Context: an optimization exercise on an open-source flow, tuned for small area, a short achievable clock period and few clock cycles. The choices shown serve that exercise and are no tape-out recipe.
Function was checked by simulation only, so behaviour that the tests miss may differ from the original.
Power and IR drop assume default switching activity.

### design/flow/config.mk
export PLATFORM = sky130hd
export DESIGN_NAME = CONV
export DESIGN_NICKNAME = CONV
export VERILOG_FILES = /design/flow/design.v
export SDC_FILE = /design/flow/constraint.sdc
export NUM_CORES = 4
export LEC_CHECK = 0
export CAP_MARGIN = 20
export CORE_MARGIN = 2
export CORE_UTILIZATION = 40
export SLEW_MARGIN = 20
### design/flow/constraint.sdc
create_clock -name core_clock -period 10.0 [get_ports {clk}]
set_input_delay 2.0000 -clock core_clock [delete_from_list [all_inputs] [get_ports {clk}]]
set_output_delay 2.0000 -clock core_clock [all_outputs]
set_load 0.01 [all_outputs]
### design/flow/design.v
`timescale 1ns/10ps
module  CONV(
	input				clk,
	input				reset,
	output	reg			busy,	
	input				ready,	
	output	reg [11:0]	iaddr,
	input		[19:0]	idata,	
	output	reg  		cwr,
	output	reg [11:0]	caddr_wr,
	output	reg [19:0]	cdata_wr,
	output	reg 		crd,
	output	reg [11:0]	caddr_rd,
	input		[19:0] 	cdata_rd,
	output	reg	[2:0] 	csel
	);
localparam 	K1 = 20'sh0A89E,
			K2 = 20'sh092D5,
			K3 = 20'sh06D43,
			K4 = 20'sh01004,
			K5 = 20'shF8F71,
			K6 = 20'shF6E54,
			K7 = 20'shFA6D7,
			K8 = 20'shFC834,
			K9 = 20'shFAC19,
			bias = 20'sh01310;
reg 		[5:0] 	x, y;
reg 		[4:0] 	state, next;
reg signed	[39:0] 	sum;
reg signed	[19:0] 	data, kernel; 
wire 	[11:0]	position;
assign	position = (y << 6) + x;
wire 	[39:0] 	multi;
assign	multi = data * kernel;
wire bigger;
assign bigger = (cdata_rd > cdata_wr);
always @ (posedge clk or posedge reset) begin
	if(reset) begin
		busy <= 0;
		iaddr <= 0;
		cwr <= 0;
		caddr_wr <= 0;
		cdata_wr <= 0;
		crd <= 0;
		caddr_rd <= 0;
		csel <= 0;
		state <= 0;
		sum <= 0;
		x <= 0;
		y <= 0;
	end
	else begin
		if(!busy) begin
			if(ready) begin
				busy <= 1;
			end
		end
		else begin
			state <= next;
			case (state)
				5'd0: begin
					iaddr <= position - 65;
					sum <=  0;
					csel <= 3'b000;
					cwr <= 0;
				end
				5'd1: begin
					data <= $signed(idata);
					kernel <= K1;
				end
				5'd2: begin
					iaddr <= position - 64;
					if(x != 0 && y != 0) begin
						sum <= sum + multi;
					end
				end
				5'd3: begin
					data <= $signed(idata);
					kernel <= K2;
				end
				5'd4: begin
					iaddr <= position - 63;
					if(y != 0) begin
						sum <= sum + multi;
					end
				end
				5'd5: begin
					data <= $signed(idata);
					kernel <= K3;
				end
				5'd6: begin
					iaddr <= position - 1;
					if(x != 63 && y != 0) begin
						sum <= sum + multi;
					end
				end
				5'd7: begin
					data <= $signed(idata);
					kernel <= K4;
				end
				5'd8: begin
					iaddr <= position;
					if(x != 0) begin
						sum <= sum + multi;	
					end
				end
				5'd9: begin
					data <= $signed(idata);
					kernel <= K5;
				end
				5'd10: begin
					iaddr <= position + 1;
					sum <= sum + multi;
				end
				5'd11: begin
					data <= $signed(idata);
					kernel <= K6;
				end
				5'd12: begin
					iaddr <= position + 63;
					if(x != 63) begin
						sum <= sum + multi; 
					end
				end
				5'd13: begin
					data <= $signed(idata);
					kernel <= K7;
				end
				5'd14: begin
					iaddr <= position + 64;
					if(x != 0 && y != 63) begin
						sum <= sum + multi;
					end
				end
				5'd15: begin
					data <= $signed(idata);
					kernel <= K8;
				end
				5'd16: begin
					iaddr <= position + 65;
					if(y != 63) begin
						sum <= sum + multi;
					end
				end
				5'd17: begin
					data <= $signed(idata);
					kernel <= K9;
				end
				5'd18: begin
					if(x != 63 && y != 63) begin
						sum <= sum + multi;
					end
				end
				5'd19: begin
					if(sum[15] == 1) begin
						cdata_wr <= sum[35:16] + bias + 1;
					end
					else begin
						cdata_wr <= sum[35:16] + bias;
					end
				end
				5'd20: begin
					csel <= 3'b001;
					cwr <= 1;
					caddr_wr <= position;
					if(cdata_wr[19] == 1) begin
						cdata_wr <= 0; 
					end				
					if(x == 63 && y == 63) begin
						x <= 0;
						y <= 0;
					end
					else begin
						if(x == 63) begin
							x <= 0;
							y <= y + 1;
						end
						else begin
							x <= x + 1;
						end
					end
				end
				5'd21: begin
					cwr <= 0;
					crd <= 1;
					cdata_wr <= 0;
					caddr_rd <= 0;
					caddr_wr <= 0;
				end
				5'd22: begin  
					caddr_rd <= caddr_rd + 1;
					if(bigger) begin
						cdata_wr <= cdata_rd;
					end
				end
				5'd23: begin
					caddr_rd <= caddr_rd + 63;
					if(bigger) begin
						cdata_wr <= cdata_rd;
					end
				end
				5'd24: begin
					caddr_rd <= caddr_rd + 1;
					if(bigger) begin
						cdata_wr <= cdata_rd;
					end		
				end
				5'd25: begin
					cwr <= 1;
					crd <= 0;
					csel <= 3'b011;
					if(caddr_rd[6:0] == 7'b1111111) begin  
						caddr_rd <= caddr_rd + 1;					
					end
					else begin
						caddr_rd <= caddr_rd - 63;						
					end									
					if(bigger) begin
						cdata_wr <= cdata_rd;
					end
				end
				5'd26: begin
					if(caddr_wr == 1023) begin
						csel <= 3'b000;
						cwr <= 0;
						crd <= 0;
						busy <= 0;
					end
					else begin
						csel <= 3'b001;
						cwr <= 0;
						crd <= 1;
						cdata_wr <= 0;
						caddr_wr <= caddr_wr + 1;
					end
				end
			endcase
		end
	end
end
always @ (*) begin
	next = 0;
	if(busy) begin 
		if(state >= 0 && state <= 19) begin
			next = state + 1;
		end
		else if(state == 20) begin
			if(x == 63 && y == 63) 
				next = 5'd21;
			else 
				next = 5'd0;		
		end
		else if(state >= 21 && state <= 25) begin
			next = state + 1;
		end
		else if(state == 26) begin	
			if(caddr_wr == 1023) 
				next = 5'd26;
			else	
				next = 5'd22;
		end
		else begin
			next = 0;
		end
	end
end
endmodule
### design/flow/run.sh
#!/bin/bash
# synth_recipe.tcl (not shown) runs the flow's synth.tcl, then flattens the netlist and writes it again
# the make line also repeats each setting of config.mk as NAME=value (left out here)
make -C /OpenROAD-flow-scripts/flow DESIGN_CONFIG=/design/flow/config.mk WORK_HOME=/design/flow/orfs CLKGATE_MAP_FILE= SYNTH_SCRIPT=/design/flow/synth_recipe.tcl finish
==> notes.md <==
==> area by class of cell <==
class / count / area [sq um] / area share, %
multi-input combinational: 1859 / 17800 / 65.7
antenna: 1 / 2.50 / 0.00923
tap: 837 / 1050 / 3.86
inverter: 684 / 2570 / 9.48
timing repair buffer: 115 / 1130 / 4.16
sequential: 151 / 3960 / 14.6
clock buffer: 20 / 479 / 1.77
clock inverter: 11 / 105 / 0.388
==> logic make-up after synthesis <==
group	synth area share, %
AND/OR/NAND/NOR	14.4
buffers and inverters	12.5
AO/OA/AOI/OAI	10.8
flip-flops	15.9
XOR/XNOR	2.89
multiplexers	1.19
adder cells (fa/ha/maj)	42.3
other	0.0151
==> metrics by stage <==
| step | hold slack (ps) | util (%) |
|---|---|---|
| 6_report | 499 | 44.0 |
| 5_1_grt | 512 | 44.0 |
| 4_1_cts | 500 | 44.0 |
| 3_5_place_dp | 476 | 43.1 |
| 3_3_place_gp | 463 | 43.1 |
| 2_1_floorplan | 443 | - |
==> worst max-delay path: cells and delay by family (launching register included) <==
kind	cells	cell delay [ps]
flip-flops	1	900
AO/OA/AOI/OAI	4	1190
buffers and inverters	5	690
AND/OR/NAND/NOR	4	1440
adder cells (fa/ha/maj)	8	3840
==> state kept, by name, indices dropped and copies added, names as in the netlist <==
register,cells
iaddr,12
cdata_wr,20
caddr_rd,12
y,6
busy,1
cwr,1
x,6
csel,2
state,5
sum,36
crd,1
data,20
caddr_wr,12
kernel,17
==> path summary, 6_finish.rpt <==
| path | endpoint | slack [ps] | cells past startpoint |
|---|---|---|---|
| hold / removal | sum[4]$_DFFE_PP0P_ | 500 | 2 |
| hold reg to reg | sum[4]$_DFFE_PP0P_ | 500 | 2 |
| min in group asynchronous | caddr_rd[9]$_DFFE_PP0P_ | 1970 | 2 |
| max in group asynchronous | iaddr[1]$_DFFE_PP0P_ | 6590 | 3 |
| setup / recovery | sum[34]$_DFFE_PP0P_ | 1800 | 21 |
| setup reg to reg | sum[34]$_DFFE_PP0P_ | 1800 | 21 |
==> synth_stat cells (all sizes together), types with 5 or more instances <==
cell type	number	area share, %
or2	5	0.13
fa	421	34
a21o	24	0.72
nand3b	6	0.18
a221oi	9	0.32
a211oi	10	0.36
clkbuf	104	1.6
o21a	7	0.21
o31ai	9	0.29
buf	23	0.59
a22oi	6	0.18
nor2b	10	0.25
o211ai	11	0.33
o21ai	110	2.2
a22o	30	1.1
inv	684	10
nand2b	14	0.38
xnor2	67	2.4
nand2	302	4.6
xor2	15	0.53
or3	10	0.27
edfxtp	37	4.5
nor3	29	0.58
and3	16	0.40
o22ai	13	0.33
nand3	43	0.90
and2	163	4.1
dfrtp	114	11
nand4	13	0.33
o21bai	9	0.27
mux2i	24	0.97
ha	167	8.4
a32o	5	0.20
nor2	121	1.8
a31oi	16	0.40
o41ai	6	0.24
a21oi	110	2.3
==> where the power goes <==
group | switching, mW | internal [mW] | total [mW] | leakage (nW)
Combinational | 0.105 | 0.122 | 0.228 | 11.0
Clock | 0.323 | 0.354 | 0.677 | 0.285
Sequential | 0.0251 | 0.664 | 0.689 | 1.91
==> layer usage <==
metal / wire, microns / vias up / GRT usage (%) / share of wire (%)
met3: 2310 / 82 / 2.96 / 3.6
met4: 1340 / 0 / 5.98 / 2.1
li1: - / 8735 / - / -
met2: 33400 / 390 / 37.7 / 52
met1: 27100 / 9712 / 26.9 / 42
met5: 0 / - / 0 / 0
==> flow_summary_export.csv <==
group,metric,value,unit
outcome,status,"timing/DRC/antenna clean",
route,dr.pass1.iters,5,
die,fp.dieH,253,microns
timing,slew_viol_final,0,
synthesis,syn-num-nets,3452,
clock_tree,clkLatencyLatePin,490,ps
global_route,grt_first_pass_wirelength,108,mm
route,drt.antenna.violating_nets,0,
route,post_drt_wl_per_cell,17.4,microns
finish,layoutNonFillerInstCount,3678,
finish,drive_above_1_share,2.46,%
placed_design,gp_congestion,0.881,
placed_design,pre_cts_ws,1820,ps
global_route,antenna_found_initial,0,
setup_path,startpoint_type,"flop",
setup_path,startpoint,"kernel[0]$_DFFE_PP_",
route,vias,18919,
placed_design,dpl.hpwl,50.4,mm
clock_tree,cts_made_buffers,17,
setup_path,critPathKind,"flop to flop",
synthesis,ys_warn_count,1,
global_route,grt_usage,21.2,%
timing,final_hold_viol_count,0,
global_route,grt_pass1_vias,20636,
synthesis,synth_edf_count,37,
route,via_per_inst,5.14,
global_route,grt-ovfl-total,0,
finish,nets,3459,
pwr,powerDensity,58.8,nW/um^2
clock_tree,cts_resized,0,
placed_design,dp.cells,3645,
timing,fmax,122,MHz
pwr,p_leak,13.2,nW
clock_tree,clk_path_buf_depth,2,
die,initial_utilization,40.4,%
route,dr.first_iter.drc_count,1026,
clock_tree,clkTransAtPathRegs,70,ps
setup_path,cp_slowest_stage_delay,900,ps
synthesis,synth.avg_cell_area,8.82,sq um
finish,final_common_cell,"inv_1",
timing,max-slew-margin-rel,21.4,%
pwr,max-vdd-ir-drop,0.000125,V
clock_tree,tritoncts,"built",
min_path,hold_class,"flop to flop",
setup_path,crit_slowest_cell,"edfxtp_1",
synthesis,synth_ff_type,"dfrtp_1",
synthesis,ys_seq_area_share,15.9,%
setup_path,cp.required,10380,ps
clock_tree,post-cts-setup-buffer-count,0,
timing,fin_crit_sh,82.0,%
placed_design,placed_area,26500,sq um
route,drc,0,
run,cap_violations,0,
die,core,61600,sq um
finish,fin_area,27100,sq um
setup_path,crit_chain,"nand2_1 -> inv_1 -> fa_1 -> inv_1 -> fa_1 -> fa_1 -> inv_1 -> fa_1 -> fa_1 -> fa_1 -> inv_1 -> fa_1 -> inv_1 -> ha_1 -> nand4_1 -> or3_1 -> a211oi_2 -> o211ai_1 -> a311oi_2 -> nor3_1 -> o41ai_1",
setup_path,path_max_fanout,20,
die,die-area,64200,sq um
die,rows,91,
timing,finalSetupViolCount,0,
synthesis,syn_area,24900,sq um
clock_tree,cts-root-buf,"clkbuf_16",
timing,tightest_slew,1180,ps
timing,final_period_minus_worst_setup_slack,8200,ps
synthesis,ys_types,88,
finish,syn_to_final_growth,8.97,%
global_route,grt_max_degree,65,
timing,rsz0062_at_grt,"false",
setup_path,cp.arrival,8570,ps
min_path,min-delay-start,"sum[4]$_DFFE_PP0P_",
synthesis,synthArstFlopShare,75.5,%
timing,tns,0,ps
clock_tree,htree_levels,4,
route,drt_wl_total,64.1,mm
placed_design,portBuffers,103,
finish,n_fill_cell,5990,
setup_path,r2r-start,"kernel[0]$_DFFE_PP_",
timing,finalClockSkew,15.3,ps
finish,layout_common_cells,"inv_1, fa_1, nand2_1",
clock_tree,clock_sinks,151,
setup_path,cp_common_cell,"fa_1",
synthesis,synthCells,2821,
timing,postLayoutSetupSlackWorst,1800,ps
setup_path,endpoint_kind,"flop",
clock_tree,cts.hold.buffers_added,0,
die,die_width,253,microns
die,ios,105,
synthesis,ys_ff_latch,151,
pwr,p_total,1.59,mW
Testbench counts, summed over its fixed seeds: cycles 1,093,656.

==> re-timing with driven ports <==
The results above use ideal ports. As a check the final layout listed here was re-extracted and re-timed, cells and wires unchanged. Step 1 sets driving cells, clkbuf_16 on the clock port and buf_2 on the other inputs (assumed; they add their load-dependent delay and slew). Step 2 also shifts input and output timing later by t, the mid clock arrival at the registers, as if the neighbouring blocks saw the same clock. Three values: ideal ports, drivers, drivers and shift; two values: the first two.
t (ns): 0.546
setup slack, ns: 1.805 / 1.805 / 1.805
worst setup path at the end: register to register
worst slew at a driven data input, ns: 0.04
After both steps setup and hold are still met in this run. The setup slack of this run moves by 0.000 ns with the drivers and by 0.000 ns with both steps.
